Context: an optimization exercise on an open-source flow, tuned for small area, a short achievable clock period and few clock cycles. The choices shown serve that exercise and are no tape-out recipe. The RTL was checked by simulation tests, not by an equivalence proof against the original design.

### run.sh
#!/bin/bash
# synth_recipe.tcl (not shown) runs the flow's synth.tcl, then flattens the netlist and writes it again
# the make line also repeats each setting of config.mk as NAME=value (left out here)
make -C /OpenROAD-flow-scripts/flow DESIGN_CONFIG=/design/flow/config.mk WORK_HOME=/design/flow/orfs CLKGATE_MAP_FILE= SYNTH_SCRIPT=/design/flow/synth_recipe.tcl finish
### config.mk
export PLATFORM = sky130hd
export DESIGN_NAME = Architecture
export DESIGN_NICKNAME = Architecture
export VERILOG_FILES = /design/flow/design.v
export SDC_FILE = /design/flow/constraint.sdc
export NUM_CORES = 4
export LEC_CHECK = 0
export CAP_MARGIN = 20
export CELL_PAD_IN_SITES_DETAIL_PLACEMENT = 1
export CELL_PAD_IN_SITES_GLOBAL_PLACEMENT = 2
export CORE_MARGIN = 2
export CORE_UTILIZATION = 30
export PLACE_DENSITY = 0.5
export SLEW_MARGIN = 20
### constraint.sdc
create_clock -name core_clock -period 12.0 [get_ports {clk}]
set_input_delay 2.4000 -clock core_clock [delete_from_list [all_inputs] [get_ports {clk}]]
set_output_delay 2.4000 -clock core_clock [all_outputs]
set_load 0.01 [all_outputs]
### design.v
`timescale 1ns / 1ps
module Multiplier #(parameter BITS = 16) (
    input   [BITS-1:0]  A,
    input   [BITS-1:0]  B,
    output  [BITS-1:0]  AB
);
wire signed [(2*BITS)-1:0] mult;
assign mult = $signed(A) * $signed(B);
assign AB = mult[(2*BITS)-(BITS/2)-1:(BITS/2)];
endmodule  
`timescale 1ns / 1ps
module Adder #(parameter BITS = 16) (
	input	[BITS-1:0]	A,
	input	[BITS-1:0]	B,
	output	[BITS-1:0]	C
);
assign C = A + B;
endmodule  
`timescale 1ns / 1ps
module ReLU #(parameter BITS = 16) (
	input	[BITS-1:0]	x,
	output	[BITS-1:0]	z
);
assign z = x[BITS-1] ? 0 : x;
endmodule  
`timescale 1ns / 1ps
module Sigmoid_16(
	input	[15:0]	x,
	output	[15:0]	z
);
reg [3:0] addr;
reg [15:0] m, c;
wire [15:0]	xa, mx, y;
wire neg;
assign neg = x[15];
assign xa = neg ? (~x)+1 : x;
always @ (*)
begin
	casez(xa)
	16'b0000_0000_0???_???? : addr = 0;
	16'b0000_0000_1???_???? : addr = 1;
	16'b0000_0001_0???_???? : addr = 2;
	16'b0000_0001_1???_???? : addr = 3;
	16'b0000_0010_0???_???? : addr = 4;
	16'b0000_0010_1???_???? : addr = 5;
	16'b0000_0011_0???_???? : addr = 6;
	16'b0000_0011_1???_???? : addr = 7;
	16'b0000_0100_0???_???? : addr = 8;
	16'b0000_0100_1???_???? : addr = 9;
	16'b0000_0101_0???_???? : addr = 10;
	16'b0000_0101_1???_???? : addr = 11;
	default : addr = 12;
	endcase
end
always @ (*)
begin
	case (addr)
	4'd0:  begin m = 16'h003f; c = 16'h0080; end
	4'd1:  begin m = 16'h0038; c = 16'h0084; end
	4'd2:  begin m = 16'h002c; c = 16'h008f; end
	4'd3:  begin m = 16'h0020; c = 16'h00a1; end
	4'd4:  begin m = 16'h0016; c = 16'h00b5; end
	4'd5:  begin m = 16'h000f; c = 16'h00c8; end
	4'd6:  begin m = 16'h0009; c = 16'h00d8; end
	4'd7:  begin m = 16'h0006; c = 16'h00e4; end
	4'd8:  begin m = 16'h0004; c = 16'h00ed; end
	4'd9:  begin m = 16'h0002; c = 16'h00f3; end
	4'd10: begin m = 16'h0001; c = 16'h00f8; end
	4'd11: begin m = 16'h0001; c = 16'h00fa; end
	default: begin m = 16'h0000; c = 16'h0100; end
	endcase
end
Multiplier #(.BITS(16)) MX(
	.A(xa),
	.B(m),
	.AB(mx)
);
assign y = mx + c;
assign z = neg ? 16'h0100 - y : y;
endmodule  
`timescale 1ns / 1ps
module Neuron_ReLU #(parameter N = 6, parameter BITS = 16) (
	input						clk,		 
	input						FP,			 
	input						BP,			 
	input	[N-1:0][BITS-1:0]	x,			 
	input	[N-1:0][BITS-1:0]	w,			 
	input	[BITS-1:0]			b,			 
	input	[BITS-1:0]			dZ_in,		 
	input	[BITS-1:0]			W_in,		 
	input	[BITS-1:0]			lr,			 
	output	[BITS-1:0]			y,			 
	output	[N:0][BITS-1:0]		W_out		 
);
reg [4:0] itr1, itr2, itr3;		 
reg INC;						 
reg [4:0] itr1_n, itr2_n;		 
reg INC_n;
reg [BITS-1:0] ACT, OUT, dz;
reg [BITS-1:0] dz_n;
reg [N:0][BITS-1:0] WL;
wire [BITS-1:0] val;
wire [BITS-1:0] AB1, AB2, S1, S2;	 
reg [BITS-1:0] A1, B1, A2, B2;		 
reg [BITS-1:0] R1, R2, R3, R4;		 
Multiplier M1(
	.A(A1),
	.B(B1),
	.AB(AB1)
);
Multiplier M2(
	.A(A2),
	.B(B2),
	.AB(AB2)
);
Adder AD1(
	.A(R1),
	.B(R2),
	.C(S1)
);
Adder AD2(
	.A(R3),
	.B(R4),
	.C(S2)
);
ReLU reluActFunc(
	.x(S2),
	.z(val)
);
assign W_out = WL;	 
assign y = OUT;		 
always @ (*) begin
	itr1_n = (INC) ? itr1 + 5'b00010 : 5'b00000;
	itr2_n = (INC) ? itr1_n + 5'b00001 : 5'b00000;
	INC_n = (itr1_n == N) ? 1'b0 : INC;
	dz_n = (itr1 == 5'b00000) ? ((ACT[BITS-1]) ? {BITS{1'b0}} : AB2) : dz;
end
always @ (posedge clk) begin
	if ({FP,BP} == 2'b00) begin					 
		itr1 <= 5'b00000;
		itr2 <= 5'b00001;
		itr3 <= 5'b00000;
		INC <= 1'b1;
		A1 <= x[0];		 
		B1 <= w[0];
		A2 <= x[1];
		B2 <= w[1];
		R1 <= 16'h00_00;
		R2 <= 16'h00_00;
		R3 <= 16'h00_00;
		R4 <= b;
	end
	else if ({FP,BP} == 2'b10) begin			 
		itr1 <= itr1_n;
		itr2 <= itr2_n;
		INC <= INC_n;
		A1 <= INC_n ? x[itr1_n] : 0;		 
		B1 <= INC_n ? w[itr1_n] : 0;
		A2 <= INC_n ? x[itr2_n] : 0;
		B2 <= INC_n ? w[itr2_n] : 0;
		R1 <= AB1;						 
		R2 <= AB2;
		R3 <= S1;
		R4 <= S2;
		ACT <= S2;		 
		OUT <= val;		 
	end
	else if ({FP,BP} == 2'b01) begin			 
		dz <= dz_n;
		itr1 <= itr1 + 5'b00001;
		itr2 <= itr1;
		itr3 <= itr2;
		A1 <= (itr1 == 5'b00000) ? dz_n : AB2;	 
		B1 <= lr;
		A2 <= dz_n;			 
		B2 <= (itr1 < N) ? x[itr1] : 0;
		R1 <= (itr2 <= N) ? WL[itr2] : 0;		 
		R2 <= AB1;
		if (itr3 <= N)
			WL[itr3] <= S1;		 
	end
	else if ({FP,BP} == 2'b11) begin			 
		itr1 <= 5'b00000;
		itr2 <= 5'b00000;
		itr3 <= 5'b00000;
		INC <= 1'b1;
		A1 <= 16'h00_00;
		B1 <= 16'h00_00;
		A2 <= W_in;			 
		B2 <= dZ_in;
		R1 <= b;
		R2 <= 16'h00_00;
		R3 <= 16'h00_00;
		R4 <= 16'h00_00;
		WL <= {w, b};
	end
end
endmodule  
`timescale 1ns / 1ps
module Neuron_Sigmoid #(parameter N = 30, parameter BITS = 16) (
	input						clk,		 
	input						FP,			 
	input						BP,			 
	input	[N-1:0][BITS-1:0]	x,			 
	input	[N-1:0][BITS-1:0]	w,			 
	input	[BITS-1:0]			b,			 
	input	[BITS-1:0]			y_true,		 
	input	[BITS-1:0]			lr,			 
	output	[BITS-1:0]			y,			 
	output	[BITS-1:0]			yhat,		 
	output	[BITS-1:0]			dZ_out,		 
	output	[N:0][BITS-1:0]		W_out		 
);
reg [4:0] itr1, itr2, itr3;		 
reg INC;						 
reg [4:0] itr1_n, itr2_n;		 
reg INC_n;
reg [BITS-1:0] ACT, OUT, dz;
reg [BITS-1:0] dz_n;
reg [N:0][BITS-1:0] WL;
wire [BITS-1:0] val;
wire [BITS-1:0] AB1, AB2, S1, S2;	 
reg [BITS-1:0] A1, B1, A2, B2;		 
reg [BITS-1:0] R1, R2, R3, R4;		 
Multiplier M1(
	.A(A1),
	.B(B1),
	.AB(AB1)
);
Multiplier M2(
	.A(A2),
	.B(B2),
	.AB(AB2)
);
Adder AD1(
	.A(R1),
	.B(R2),
	.C(S1)
);
Adder AD2(
	.A(R3),
	.B(R4),
	.C(S2)
);
Sigmoid_16 sigmoidActFunc(
	.x(S2),
	.z(val)
);
assign dZ_out = dz;							 
assign W_out = WL;							 
assign yhat = ACT[15] ? 0 : 16'h0100;		 
assign y = OUT;								 
always @ (*) begin
	itr1_n = (INC) ? itr1 + 5'b00010 : 5'b00000;
	itr2_n = (INC) ? itr1_n + 5'b00001 : 5'b00000;
	INC_n = (itr1_n == N) ? 1'b0 : INC;
	dz_n = (itr1 == 5'b00000) ? S2 : dz;
end
always @ (posedge clk) begin
	if ({FP,BP} == 2'b00) begin						 
		itr1 <= 5'b00000;
		itr2 <= 5'b00001;
		INC <= 1'b1;
		A1 <= x[0];		 
		B1 <= w[0];
		A2 <= x[1];
		B2 <= w[1];
		R1 <= 16'h00_00;
		R2 <= 16'h00_00;
		R3 <= 16'h00_00;
		R4 <= b;
	end
	else if ({FP,BP} == 2'b10) begin				 
		itr1 <= itr1_n;
		itr2 <= itr2_n;
		INC <= INC_n;
		A1 <= INC_n ? x[itr1_n] : 0;			 
		B1 <= INC_n ? w[itr1_n] : 0;
		A2 <= INC_n ? x[itr2_n] : 0;
		B2 <= INC_n ? w[itr2_n] : 0;
		R1 <= AB1;							 
		R2 <= AB2;
		R3 <= S1;
		R4 <= S2;
		ACT <= S2;			 
		OUT <= val;			 
	end
	else if ({FP,BP} == 2'b01) begin				 
		dz <= dz_n;
		itr1 <= itr1 + 5'b00001;
		itr2 <= itr1;
		itr3 <= itr2;
		A1 <= (itr1 == 5'b00000) ? S2 : AB2;	 
		B1 <= lr;
		A2 <= dz_n;								 
		B2 <= (itr1 < N) ? x[itr1] : 0;
		R1 <= (itr2 <= N) ? WL[itr2] : 0;		 
		R2 <= AB1;
		if (itr3 <= N)
			WL[itr3] <= S1;		 
	end
	else if ({FP,BP} == 2'b11) begin				 
		itr1 <= 5'b00000;
		itr2 <= 5'b00000;
		itr3 <= 5'b00000;
		INC <= 1'b1;
		A1 <= 16'h00_00;
		B1 <= 16'h00_00;
		A2 <= 16'h00_00;
		B2 <= 16'h00_00;
		R1 <= b; 
		R2 <= 16'h00_00;
		R3 <= OUT;					 
		R4 <= (~y_true) + 1;
		WL <= {w, b};
	end
end
endmodule
`timescale 1ns / 1ps
module ArchCTRL #(parameter NX = 6, parameter NH = 30) (
	input	clk,
	input	rst,
	input	TR,
	input	VL,
	output	FPH,
	output	FPO,
	output	BPH,
	output	BPO,
	output	S_Train,
	output	S_Error
);
localparam [5:0] HF_END = NX/2 + 2;				 
localparam [5:0] OS     = HF_END + 1;			 
localparam [5:0] OF_END = OS + NH/2 + 2;		 
localparam [5:0] OBS    = OF_END + 1;			 
localparam [5:0] OB_END = OBS + NH + 3;			 
localparam [5:0] HBS    = OBS + 2;				 
localparam [5:0] HB_END = HBS + NX + 3;			 
localparam [5:0] T_DONE = ((OB_END > HB_END) ? OB_END : HB_END) + 1;
localparam [5:0] V_DONE = OF_END + 1;
reg [5:0] count;
reg [3:0] Signal;
reg [1:0] TV;
reg ST, SE;
reg [5:0] count_n;
reg [1:0] TV_n;
reg [3:0] Signal_n;
assign {FPH, FPO, BPH, BPO} = Signal;
assign S_Train = ST;
assign S_Error = SE;
always @ (*) begin
	if (TR) begin
		TV_n = 2'b10;
		count_n = 6'd1;
	end
	else if (VL) begin
		TV_n = 2'b01;
		count_n = 6'd1;
	end
	else if ((TV == 2'b10 && count == T_DONE) || (TV == 2'b01 && count == V_DONE) || TV == 2'b00) begin
		TV_n = 2'b00;
		count_n = 6'd0;
	end
	else begin
		TV_n = TV;
		count_n = count + 6'd1;
	end
	Signal_n = 4'b0000;
	if (TV_n != 2'b00) begin
		if (count_n <= HF_END)
			Signal_n[3] = 1'b1;
		if (count_n > OS && count_n <= OF_END)
			Signal_n[2] = 1'b1;
	end
	if (TV_n == 2'b10) begin
		if (count_n == OBS)
			Signal_n[2] = 1'b1;
		if (count_n >= OBS && count_n <= OB_END)
			Signal_n[0] = 1'b1;
		if (count_n == HBS)
			Signal_n[3] = 1'b1;
		if (count_n >= HBS && count_n <= HB_END)
			Signal_n[1] = 1'b1;
	end
end
always @ (posedge clk) begin
	if (rst) begin
		TV <= 2'b00;
		count <= 6'd0;
		Signal <= 4'b0000;
		ST <= 1'b0;
		SE <= 1'b0;
	end
	else begin
		TV <= TV_n;
		count <= count_n;
		Signal <= Signal_n;
		ST <= (TV_n == 2'b10) && (count_n == T_DONE);	 
		SE <= (TV_n == 2'b01) && (count_n == V_DONE);	 
	end
end
endmodule  
`timescale 1ns / 1ps
module Architecture #(parameter NX = 6, parameter NH = 4, parameter BITS = 16) (
	input								clk,		 
	input								rst,		 
	input								TR,			 
	input								VL,			 
	input	[NX-1:0][BITS-1:0]			x,			 
	input	[BITS-1:0]					y,			 
	input	[BITS-1:0]					lr,			 
	output	[BITS-1:0]					yhat,
	output	[BITS-1:0]					Error,
	output								S_Train,	 
	output								S_Error,	 
	output	[NH-1:0][NX:0][BITS-1:0]	WH,
	output	[NH:0][BITS-1:0]			WO
);
wire FPH, FPO, BPH, BPO;	 
wire [BITS-1:0] dz2;		 
reg [NH-1:0][NX:0][BITS-1:0] W1;
reg [NH:0][BITS-1:0] W2;
wire [NH-1:0][BITS-1:0] a1;		 
wire [BITS-1:0] a2;				 
ArchCTRL #(.NX(NX), .NH(NH)) archControl(
	.clk(clk),
	.rst(rst),
	.TR(TR),
	.VL(VL),
	.FPH(FPH),
	.FPO(FPO),
	.BPH(BPH),
	.BPO(BPO),
	.S_Train(S_Train),
	.S_Error(S_Error)
);
assign Error = (y == yhat) ? 0 : 1;
always @ (posedge clk) begin
	if (rst) begin
		W1 <= {
			112'h0072_fff0_0021_fff7_ff60_ffd8_ffb6,
			112'h000c_011c_ff4d_003a_0116_ffe9_ffc3,
			112'h00ae_0087_fed4_0011_ff5d_ffd9_002d,
			112'hffc9_ff96_001d_0037_00d5_ff7c_ff9a
		};
		W2 <= 80'hffca_006f_0047_0008__0000;
	end
	else if (S_Train) begin
		W2 <= WO;		 
		W1 <= WH;		 
	end
end
genvar i;
generate
	for (i = 0; i < NH; i = i+1) begin : hidden
		Neuron_ReLU #(.N(NX), .BITS(BITS)) HiddenUnit (
			.clk(clk),
			.FP(FPH),
			.BP(BPH),
			.x(x),
			.w(W1[i][NX:1]),
			.b(W1[i][0]),
			.dZ_in(dz2),
			.W_in(W2[i+1]),
			.lr(lr),
			.y(a1[i]),
			.W_out(WH[i])
		);
	end
endgenerate
Neuron_Sigmoid #(.N(NH), .BITS(BITS)) OutputUnit (
			.clk(clk),
			.FP(FPO),
			.BP(BPO),
			.x(a1),
			.w(W2[NH:1]),
			.b(W2[0]),
			.y_true(y),
			.lr(lr),
			.y(a2),
			.yhat(yhat),
			.dZ_out(dz2),
			.W_out(WO)
);
endmodule  
==> results.tsv, run 1 <==
metric	value	unit
status	complete, no violations	
clock_latency	1010	ps
fin_ws	560	ps
met2_length	466000	um
synth_cells	20500	
required	12730	ps
die_h	797	um
synth_warnings	5	
num-nets-final	24100	
ys_types	105	
max_freq	0.0874	GHz
antenna_found_initial	205	
grt_overflow_total	0	
synthTopCellsByArea	fa_1 21%, edfxtp_1 17%, dfxtp_1 9.1%	
clock_sinks	1951	
wl_met3	60900	um
ctsHoldBuffers	0	
port_buffers	663	
ioPinCount	694	
criticalPathCategory	reg -> reg	
numCtsBuffers	275	
final_layout_size_suffix_gt1_share	7.37	%
maxCapViolations	0	
max-slew-margin-rel	4.58	%
first_pass_iters	8	
ant_nets	0	
final_max_slew_viol_count	0	
grt_max_degree	175	
synthFlopType	edfxtp_1	
setup_viol	0	
yosysTopAreaCell	fa_1	
hold_viol	0	
synth_area	0.189	mm2
cpMaxStageDelayCell	or4_1	
max_stage_delay	560	ps
grt_pass1_wl	1400000	um
drt-total-wl	1010000	um
gp_congestion	0.899	
grt_pass1_vias	164000	
root_buffer	clkbuf_16	
wl_per_cell	34.0	um
post_drt_via_cell_ratio	5.36	
skew	94.5	ps
period_needed	11440	ps
ys_seq_area_share	26.5	%
crit_path_frequent_cell	ha_1	
cts.clk_slew.worst_paths	60	ps
r2r_cells	47	
start_util	30.1	%
avgSynthCellArea	9.19	um2
fin_cells	29800	
ys_seq_elements	1951	
pre_cts_slack	201	ps
num_rows	291	
fin_crit_sh	95.3	%
async_reset_ff_share	0	%
start_kind	register	
tightestPinTransition	1430	ps
dp.cells	29100	
end_kind	register	
clockBufferDepth	4	
drtIter0Drc	12600	
fin_tns_setup	0	ps
grt_use_total	31.2	%
fp.coreArea	0.628	mm2
hold_path_class	reg -> reg	
synth-edff-count	1094	
drc	0	
worstPathMaxFanout	6	
tritoncts	built	
hold_path_depth	2	
rsz0062_at_grt	no	
chipWidth	797	um
syn_to_final_growth	15.0	%
routed.top_layer	met5	
synth_top_area_share	20.5	%
wl_met1	451000	um
dp_hpwl	767000	um
dieArea	0.636	mm2
num_vias	160000	
cp.arrival	12170	ps
cts_htree_levels	5	
[layout by cell type, fill, tap and decap left out, types with 57 or more instances in the layout]
cell	netlist	final
mux4_2	142	142
inv_1	2499	2493
mux2_2	114	114
nor2b_1	426	410
a211oi_1	143	142
a21o_1	57	57
conb_1	2	398
o21a_1	66	65
nor2_1	756	741
a21oi_1	677	664
a31oi_1	121	121
nand2_1	3123	3105
o22ai_1	239	237
clkbuf_1	1289	75
o21bai_1	126	126
fa_1	1938	1938
and2_1	922	918
ha_1	989	986
buf_4	31	635
dfxtp_1	857	835
edfxtp_1	1094	1094
diode_2	0	117
clkdlybuf4s50_1	0	655
clkbuf_16	0	287
a211o_1	262	262
xnor2_1	446	411
nor3_1	124	120
o221ai_1	86	85
mux2i_1	1250	1250
a22o_1	170	170
nand2b_1	116	112
xor2_1	154	149
o21ai_0	1271	1267
nand3_1	260	255
[final timing paths]
check | startpoint | to | slack (ps)
setup / recovery | OutputUnit.R4[0] | OutputUnit.OUT[14] | 560
hold / removal | OutputUnit.R3[0] | OutputUnit.R3[0] | 470
setup reg to reg | OutputUnit.R4[0] | OutputUnit.OUT[14] | 560
hold reg to reg | OutputUnit.R3[0] | OutputUnit.R3[0] | 470
[flip-flops by register name, summed over array words and instances (netlist names), 20 cells and up]
register and count:
OutputUnit.WL 80, W1 448, W2 80, hidden.HiddenUnit.A1 64
hidden.HiddenUnit.A2 64, hidden.HiddenUnit.B1 64, hidden.HiddenUnit.B2 64, hidden.HiddenUnit.OUT 60
hidden.HiddenUnit.R1 64, hidden.HiddenUnit.R2 64, hidden.HiddenUnit.R3 64, hidden.HiddenUnit.R4 64
hidden.HiddenUnit.WL 448, hidden.HiddenUnit.dz 64, hidden.HiddenUnit.itr1 20, hidden.HiddenUnit.itr2 20
hidden.HiddenUnit.itr3 20
[metal layers]
layer | GRT usage (%) | vias up
met5 | 0 | -
met4 | 9.49 | 68
met3 | 5.34 | 1118
met2 | 50.6 | 4958
met1 | 42.6 | 84400
li1 | - | 69000
[synth_stat cells (46+ instances only)]
master / n
mux4_2: 142
a22oi_1: 49
a21o_1: 57
nor2_1: 756
xnor2_1: 446
nor3_1: 124
edfxtp_1: 1094
nand2_1: 3123
a31oi_1: 121
a211oi_1: 143
mux2i_1: 1250
ha_1: 989
dfxtp_1: 857
xor2_1: 154
mux2_2: 114
o21a_1: 66
nand2b_1: 116
o22ai_1: 239
nor2b_1: 426
inv_1: 2499
nand3_1: 260
a211o_1: 262
a221o_1: 50
and3_1: 46
a22o_1: 170
fa_1: 1938
o21ai_0: 1271
clkbuf_1: 1289
buf_1: 128
o21bai_1: 126
o221ai_1: 86
and2_1: 922
a21oi_1: 677
[worst max-delay path, delay by kind of cell (launching register included)]
family                     cells  cell delay (ps)
AOI/OAI and AO/OA             13             2840
xor gates and xnor gates       4              630
adders and majority gates     11             3640
buffers and inverters          4              340
DFF                            1              380
and+or+nand+nor               15             3330
[final cells by class]
class / instances / area, um2
antenna: 117 / 293
clock inverter: 107 / 1130
fill: 71600 / 411000
multi-input combinational: 15000 / 126000
clock buffer: 396 / 7930
inverter: 2512 / 9450
tap: 8350 / 10400
sequential: 1951 / 50100
timing repair buffer: 1311 / 11600
[through the flow]
stage                     hold WS [ps]  area, um2  utilization, %
final                              472     217000            34.6
after global routing               497     217000            34.6
after CTS                          473     217000            34.5
after detailed placement           456     208000            33.1
after global placement             450     207000            33.1
after floorplan                    432     190000               -
[logic make-up after synthesis]
family          Yosys count  synth area share [%]
compound gates         3612                  12.2
xor+xnor                603                  2.81
fa+ha+maj              2928                  27.1
buf+inv                3966                  7.95
flops                  1951                  26.5
mux                    1506                  9.00
other cells               2               0.00398
simple gates           5969                  14.5
[repair_timing]
item                       CTS  global route
setup buffers                0             2
setup endpoints to repair    0             7
gates resized for setup      0            21
Testbench counts, summed over its fixed seeds: cycles 32,328.
==> run 2, diff against run 1 <==
--- a/design.v
+++ b/design.v
@@ -403,83 +403,213 @@
 `timescale 1ns / 1ps
 module Architecture #(parameter NX = 6, parameter NH = 4, parameter BITS = 16) (
-	input								clk,		 
-	input								rst,		 
-	input								TR,			 
-	input								VL,			 
-	input	[NX-1:0][BITS-1:0]			x,			 
-	input	[BITS-1:0]					y,			 
-	input	[BITS-1:0]					lr,			 
+	input								clk,
+	input								rst,
+	input								TR,
+	input								VL,
+	input	[NX-1:0][BITS-1:0]			x,
+	input	[BITS-1:0]					y,
+	input	[BITS-1:0]					lr,
 	output	[BITS-1:0]					yhat,
 	output	[BITS-1:0]					Error,
-	output								S_Train,	 
-	output								S_Error,	 
+	output								S_Train,
+	output								S_Error,
 	output	[NH-1:0][NX:0][BITS-1:0]	WH,
 	output	[NH:0][BITS-1:0]			WO
 );
-wire FPH, FPO, BPH, BPO;	 
-wire [BITS-1:0] dz2;		 
-reg [NH-1:0][NX:0][BITS-1:0] W1;
-reg [NH:0][BITS-1:0] W2;
-wire [NH-1:0][BITS-1:0] a1;		 
-wire [BITS-1:0] a2;				 
-ArchCTRL #(.NX(NX), .NH(NH)) archControl(
-	.clk(clk),
-	.rst(rst),
-	.TR(TR),
-	.VL(VL),
-	.FPH(FPH),
-	.FPO(FPO),
-	.BPH(BPH),
-	.BPO(BPO),
-	.S_Train(S_Train),
-	.S_Error(S_Error)
-);
-assign Error = (y == yhat) ? 0 : 1;
-always @ (posedge clk) begin
+localparam [NH*(NX+1)*BITS-1:0] WH_INIT = {
+	112'h0072_fff0_0021_fff7_ff60_ffd8_ffb6,
+	112'h000c_011c_ff4d_003a_0116_ffe9_ffc3,
+	112'h00ae_0087_fed4_0011_ff5d_ffd9_002d,
+	112'hffc9_ff96_001d_0037_00d5_ff7c_ff9a
+};
+localparam [(NH+1)*BITS-1:0] WO_INIT = 80'hffca_006f_0047_0008_0000;
+reg [3:0] cnt;			 
+reg       mode_tr;		 
+reg       ST, SE;
+wire start = TR | VL;
+always @(posedge clk) begin
 	if (rst) begin
-		W1 <= {
-			112'h0072_fff0_0021_fff7_ff60_ffd8_ffb6,
-			112'h000c_011c_ff4d_003a_0116_ffe9_ffc3,
-			112'h00ae_0087_fed4_0011_ff5d_ffd9_002d,
-			112'hffc9_ff96_001d_0037_00d5_ff7c_ff9a
-		};
-		W2 <= 80'hffca_006f_0047_0008__0000;
+		cnt <= 4'd0;
+		mode_tr <= 1'b0;
+		ST <= 1'b0;
+		SE <= 1'b0;
+	end
+	else begin
+		if (start) begin
+			cnt <= 4'd1;
+			mode_tr <= TR;
+		end
+		else if (cnt == 4'd5 && !mode_tr)
+			cnt <= 4'd0;
+		else if (cnt == 4'd14)
+			cnt <= 4'd0;
+		else if (cnt != 4'd0)
+			cnt <= cnt + 4'd1;
+		SE <= !start && cnt == 4'd4 && !mode_tr;
+		ST <= !start && cnt == 4'd13 && mode_tr;
 	end
-	else if (S_Train) begin
-		W2 <= WO;		 
-		W1 <= WH;		 
+end
+assign S_Train = ST;
+assign S_Error = SE;
+wire c1 = (cnt == 4'd1);
+wire c2 = (cnt == 4'd2);
+wire c3 = (cnt == 4'd3);
+wire c4 = (cnt == 4'd4);
+wire c5 = (cnt == 4'd5);
+wire c6 = (cnt == 4'd6);
+wire c13 = (cnt == 4'd13);
+wire fwd = c1 | c2 | c3;
+wire bwd = mode_tr && (cnt >= 4'd7) && (cnt <= 4'd13);
+reg [NX-1:0][BITS-1:0] xr;
+reg [BITS-1:0] yr, lrr;
+always @(posedge clk) begin
+	xr <= x;
+	yr <= y;
+	lrr <= lr;
+end
+reg [BITS-1:0] xa_bus, xb_bus;
+always @(*) begin
+	case (cnt)
+	4'd1:    xa_bus = xr[0];
+	4'd2:    xa_bus = xr[2];
+	4'd3:    xa_bus = xr[4];
+	4'd7:    xa_bus = xr[0];
+	4'd8:    xa_bus = xr[1];
+	4'd9:    xa_bus = xr[2];
+	4'd10:   xa_bus = xr[3];
+	4'd11:   xa_bus = xr[4];
+	default: xa_bus = xr[5];
+	endcase
+	case (cnt)
+	4'd1:    xb_bus = xr[1];
+	4'd2:    xb_bus = xr[3];
+	default: xb_bus = xr[5];
+	endcase
+end
+reg [BITS-1:0] WO0;
+reg [BITS-1:0] zo, d;
+reg            yneg;
+wire [NH-1:0][BITS-1:0] pa_all;
+wire [BITS-1:0] zsum = WO0 + pa_all[0] + pa_all[1] + pa_all[2] + pa_all[3];
+wire y_is0   = (yr == 16'h0000);
+wire y_is100 = (yr == 16'h0100);
+always @(posedge clk) begin
+	if (c4) begin
+		zo <= zsum;
+		yneg <= zsum[BITS-1];
 	end
 end
+assign yhat  = yneg ? 16'h0000 : 16'h0100;
+assign Error = {15'd0, yneg ? !y_is0 : !y_is100};
+wire        zneg = zo[BITS-1];
+wire [15:0] zabs = zneg ? (~zo + 16'd1) : zo;
+reg  [3:0]  seg;
+reg  [5:0]  sm;
+reg  [8:0]  sc;
+always @(*) begin
+	seg = (zabs < 16'h0600) ? zabs[10:7] : 4'd12;
+	case (seg)
+	4'd0:    begin sm = 6'h3f; sc = 9'h080; end
+	4'd1:    begin sm = 6'h38; sc = 9'h084; end
+	4'd2:    begin sm = 6'h2c; sc = 9'h08f; end
+	4'd3:    begin sm = 6'h20; sc = 9'h0a1; end
+	4'd4:    begin sm = 6'h16; sc = 9'h0b5; end
+	4'd5:    begin sm = 6'h0f; sc = 9'h0c8; end
+	4'd6:    begin sm = 6'h09; sc = 9'h0d8; end
+	4'd7:    begin sm = 6'h06; sc = 9'h0e4; end
+	4'd8:    begin sm = 6'h04; sc = 9'h0ed; end
+	4'd9:    begin sm = 6'h02; sc = 9'h0f3; end
+	4'd10:   begin sm = 6'h01; sc = 9'h0f8; end
+	4'd11:   begin sm = 6'h01; sc = 9'h0fa; end
+	default: begin sm = 6'h00; sc = 9'h100; end
+	endcase
+end
+wire [16:0] smx = zabs[10:0] * sm;				 
+wire [15:0] st  = {7'd0, sc} + {7'd0, smx[16:8]};
+wire [15:0] sv  = zneg ? (16'h0100 - st) : st;
+always @(posedge clk)
+	if (c5)
+		d <= sv - yr;
+wire [23:0] dlr = $signed(d) * $signed(lrr);
+always @(posedge clk) begin
+	if (rst)
+		WO0 <= WO_INIT[BITS-1:0];
+	else if (c6 && mode_tr)
+		WO0 <= WO0 + dlr[23:8];
+end
+assign WO[0] = WO0;
+reg [NH-1:0][NX:0][BITS-1:0] Wh;
+reg [NH-1:0][BITS-1:0] Vo, accr, dhr, m1r, pr;
 genvar i;
 generate
-	for (i = 0; i < NH; i = i+1) begin : hidden
-		Neuron_ReLU #(.N(NX), .BITS(BITS)) HiddenUnit (
-			.clk(clk),
-			.FP(FPH),
-			.BP(BPH),
-			.x(x),
-			.w(W1[i][NX:1]),
-			.b(W1[i][0]),
-			.dZ_in(dz2),
-			.W_in(W2[i+1]),
-			.lr(lr),
-			.y(a1[i]),
-			.W_out(WH[i])
-		);
+	for (i = 0; i < NH; i = i + 1) begin : lane
+		wire [BITS-1:0] a  = accr[i][BITS-1] ? 16'h0000 : accr[i];
+		reg [BITS-1:0] ma_a, ma_b;
+		always @(*) begin
+			if (c4 | c6)      ma_a = a;
+			else if (c13)     ma_a = m1r[i];
+			else              ma_a = xa_bus;
+			case (cnt)
+			4'd1:    ma_b = Wh[i][1];
+			4'd2:    ma_b = Wh[i][3];
+			4'd3:    ma_b = Wh[i][5];
+			4'd4:    ma_b = Vo[i];
+			4'd6:    ma_b = d;
+			4'd13:   ma_b = lrr;
+			default: ma_b = dhr[i];
+			endcase
+		end
+		reg [BITS-1:0] mb_a, mb_b;
+		always @(*) begin
+			if (fwd)          mb_a = xb_bus;
+			else if (c6)      mb_a = Vo[i];
+			else              mb_a = pr[i];
+			case (cnt)
+			4'd1:    mb_b = Wh[i][2];
+			4'd2:    mb_b = Wh[i][4];
+			4'd3:    mb_b = Wh[i][6];
+			4'd6:    mb_b = d;
+			default: mb_b = lrr;
+			endcase
+		end
+		wire [23:0] pa_full = $signed(ma_a) * $signed(ma_b);
+		wire [23:0] pb_full = $signed(mb_a) * $signed(mb_b);
+		wire [BITS-1:0] pa = pa_full[23:8];
+		wire [BITS-1:0] pb = pb_full[23:8];
+		assign pa_all[i] = pa;
+		wire [BITS-1:0] s_x = (c1 | bwd) ? Wh[i][0] : accr[i];
+		wire [BITS-1:0] s_a = fwd ? pa : 16'h0000;
+		wire [BITS-1:0] sum3 = s_x + s_a + pb;
+		always @(posedge clk) begin
+			if (fwd)
+				accr[i] <= sum3;
+			if (c6) begin
+				m1r[i] <= pa;
+				dhr[i] <= accr[i][BITS-1] ? 16'h0000 : pb;
+				pr[i]  <= accr[i][BITS-1] ? 16'h0000 : pb;
+			end
+			else if (bwd)
+				pr[i] <= pa;
+		end
+		integer k;
+		always @(posedge clk) begin
+			if (rst) begin
+				for (k = 0; k <= NX; k = k + 1)
+					Wh[i][k] <= WH_INIT[(i*(NX+1)+k)*BITS +: BITS];
+				Vo[i] <= WO_INIT[(i+1)*BITS +: BITS];
+			end
+			else begin
+				if (bwd) begin
+					for (k = 0; k < NX; k = k + 1)
+						Wh[i][k] <= Wh[i][k+1];
+					Wh[i][NX] <= sum3;
+				end
+				if (c13 && mode_tr)
+					Vo[i] <= Vo[i] + pa;
+			end
+		end
+		assign WH[i] = Wh[i];
+		assign WO[i+1] = Vo[i];
 	end
 endgenerate
-Neuron_Sigmoid #(.N(NH), .BITS(BITS)) OutputUnit (
-			.clk(clk),
-			.FP(FPO),
-			.BP(BPO),
-			.x(a1),
-			.w(W2[NH:1]),
-			.b(W2[0]),
-			.y_true(y),
-			.lr(lr),
-			.y(a2),
-			.yhat(yhat),
-			.dZ_out(dz2),
-			.W_out(WO)
-);
 endmodule  
==> results.tsv, run 2 <==
metric	value	unit	change
cp.buffers_inverters	16		+12
final_cell_mix	2344 x nand2_1, 1991 x inv_1, 1825 x fa_1, 1142 x buf_4, 1017 x nor2_1		
synth_cells	12800		-38%
fin_cells	19400		-35%
grt_max_degree	197		+13%
final_common_cell	nand2_1		
grt_use_total	32.7	%	+1.5 points
die_h	621	um	-22%
ctsHoldBuffers	0		unchanged
largest_reg_flops	448		
yosysTopAreaCell	fa_1		
clockBufferDepth	4		unchanged
required	12580	ps	-150 ps
grt_overflow_total	0		unchanged
dp.cells	19100		-34%
num_vias	101000		-37%
tightestPinTransition	1410	ps	-21.9 ps
cpMaxStageDelayCell	a222oi_1		
max_stage_delay	690	ps	+130 ps
num-nets-final	17000		-29%
avgSynthCellArea	8.93	um2	-2.8%
status	complete, no violations		
n_fill_cell	43700		-39%
cp.arrival	12400	ps	+230 ps
maxCapViolations	0		unchanged
synthTopCellsByArea	fa_1 32%, dfxtp_1 12%, ha_1 9.2%		
final_util	37.0	%	+2.4 points
timing.reg2reg.setup_slack	170	ps	-390 ps
first_pass_iters	8		unchanged
ys_seq_elements	951		-51%
cp_top_family	adder cells		
drt-total-wl	637000	um	-37%
dieArea	0.385	mm2	-39%
synth_top_area_share	32.0	%	+11 points
skew	50.4	ps	-44.0 ps
worstSetupPathDepth	43		-8.5%
start_kind	register		
clock_latency	890	ps	-120 ps
setup.worst_path.end	yneg		
period_needed	11830	ps	+387 ps
synth-edff-count	288		-74%
setup_viol	0		unchanged
fin_tns_setup	0	ps	unchanged
wl_per_cell	32.9	um	-3.5%
grt_pass1_vias	107000		-35%
criticalPathCategory	reg -> reg		
whs	477	ps	+4.82 ps
ioPinCount	694		unchanged
cp-startpoint	cnt[1]		
fin_crit_sh	98.6	%	+3.2 points
syn_to_final_growth	22.7	%	
synth_area	0.114	mm2	-40%
dp_hpwl	538000	um	-30%
post-synth-top-count-cell	nand2_1		
antenna_found_initial	60		-71%
async_reset_ff_share	0	%	unchanged
synthTopCellsByCount	2347 x nand2_1, 1997 x inv_1, 1825 x fa_1		
tritoncts	built		
max_freq	0.0846	GHz	-3.3%
end_kind	register		
cts_htree_levels	4		-1
crit_path_frequent_cell	fa_1		
ant_nets	0		unchanged
cts.clk_slew.worst_paths	70	ps	about the same
max-slew-margin-rel	6.05	%	+1.5 points
r2r-start	cnt[1]		
synthFlopType	dfxtp_1		
post_drt_via_cell_ratio	5.19		-3.2%
gp_congestion	0.946		+5.3%
drtIter0Drc	9135		-28%
grt_use_met1	47.1	%	+4.5 points
final_layout_size_suffix_gt1_share	12.2	%	+4.8 points
busiest_layer	met2		
regToRegEndpoint	yneg		
ys_seq_area_share	19.2	%	-7.3 points
grt_pass1_wl	877000	um	-37%
start_util	30.1	%	+0.039 points
drc	0		unchanged
fp.coreArea	0.379	mm2	-40%
ys_types	103		-1.9%
worstPathMaxFanout	14		+8
top_regs	Wh x448, xr x96		
final_max_slew_viol_count	0		unchanged
hold_path_class	reg -> reg		
synth_warnings	1		-4
r2r_cells	43		-8.5%
regMostFlops	Wh		
num_rows	226		-22%
root_buffer	clkbuf_16		
hold_viol	0		unchanged
clock_sinks	951		-51%
grt.met3_usage	3.51	%	-1.8 points
port_buffers	663		unchanged
numCtsBuffers	139		-49%
chipWidth	621	um	-22%
use_met2	51.1	%	+0.56 points
==> run 2: changes by cell type after synthesis, sizes merged, moves of 142 or more <==
cell and change:
a211o -255, and2 -704, clkbuf -857, dfxtp -194
edfxtp -806, ha -152, inv -501, mux2i -1192
mux4 -142, nand2 -776, nor2 +270, nor2b -328
o21ai -1087, o22ai -232
==> run 2: worst register-to-register path: cells and delay by family, from the launching register on <==
kind	cells	cell delay, ps
xor+xnor	4	830
flops	1	380
buf+inv	16	2430
compound gates	8	1830
fa+ha+maj	12	5380
simple gates	3	670
==> run 2: worst min path at each step <==
stage	from	endpoint	slack (ps)	cells past startpoint
2_1_floorplan	Wh[113]	Wh[113]	490	2
3_3_place_gp	Wh[139]	Wh[139]	460	2
3_5_place_dp	Wh[139]	Wh[139]	480	2
4_1_cts	Wh[139]	Wh[139]	490	2
5_1_grt	Wh[90]	Wh[74]	510	2
6_report	Wh[139]	Wh[139]	480	2
==> run 2: repair_timing <==
action,in CTS,in global routing
setup buffers,0,12
pin swaps,1,10
gates resized for setup,5,73
cloned,0,0
endpoints found under the hold margin,0,0
endpoints found under the setup margin,1,22
==> run 2: per-layer routing <==
| layer | wire [um] | vias up |
|---|---|---|
| li1 | - | 43200 |
| met1 | 294000 | 53600 |
| met2 | 282000 | 3088 |
| met3 | 34500 | 618 |
| met4 | 26000 | 2 |
| met5 | 13 | - |
==> run 2: cell families (layout without fill, tap and decap cells) <==
group	Yosys count	in the layout	share of synthesized area (%)
compound gates	1543	1543	9.05
simple gates	4359	4359	16.2
fa+ha+maj	2662	2662	41.2
buf+inv	2590	4125	8.82
other cells	2	60	0.00658
xor+xnor	517	517	4.10
flops	951	951	19.2
mux	153	153	1.45
==> run 2: per-stage QoR <==
stage               instance area [um2]  setup slack [ps]
floorplan                        114000               815
global placement                 135000              -147
detailed placement               135000              -212
CTS                              140000              18.1
global route                     140000             -44.8
finish                           140000               173
==> run 2: final cells by class <==
type,count,area [um2],area share (%)
clock buffers,183,3840,2.74
diodes,26,65.1,0.0464
well taps,5016,6280,4.48
multi-input cells,9268,83000,59.3
inverters,1999,7520,5.37
repair buffers,1880,16700,11.9
flip-flops and latches,951,21900,15.7
clock inverters,63,734,0.524
Testbench counts of run 2, summed over its fixed seeds: cycles 19,446.

what the ideal ports hide:
The results above use ideal ports. As a check the final layouts listed here were re-extracted and re-timed, cells and wires unchanged. Step 1 assumes that a clkbuf_16 drives the clock port and a buf_2 every other input. Step 2 moves the port delays by t, midway between the first and last clock arrival at a register: inputs arrive t later, outputs are due t later. That takes back most of the time a late clock gives input paths. a / b / c = no drivers / after step 1 / after step 2; a / b = the first two.
run	t (ns)	setup WS [ns]	hold WS [ns]	worst register clock-pin slew, ns
run 1	1.118	0.560 / 0.560 / 0.560	0.472 / 0.472 / 0.472	0.08 / 0.08
run 2	0.956	0.173 / 0.173 / 0.173	0.477 / 0.477 / 0.477	0.07 / 0.07
After both steps setup and hold are still met in every run listed.
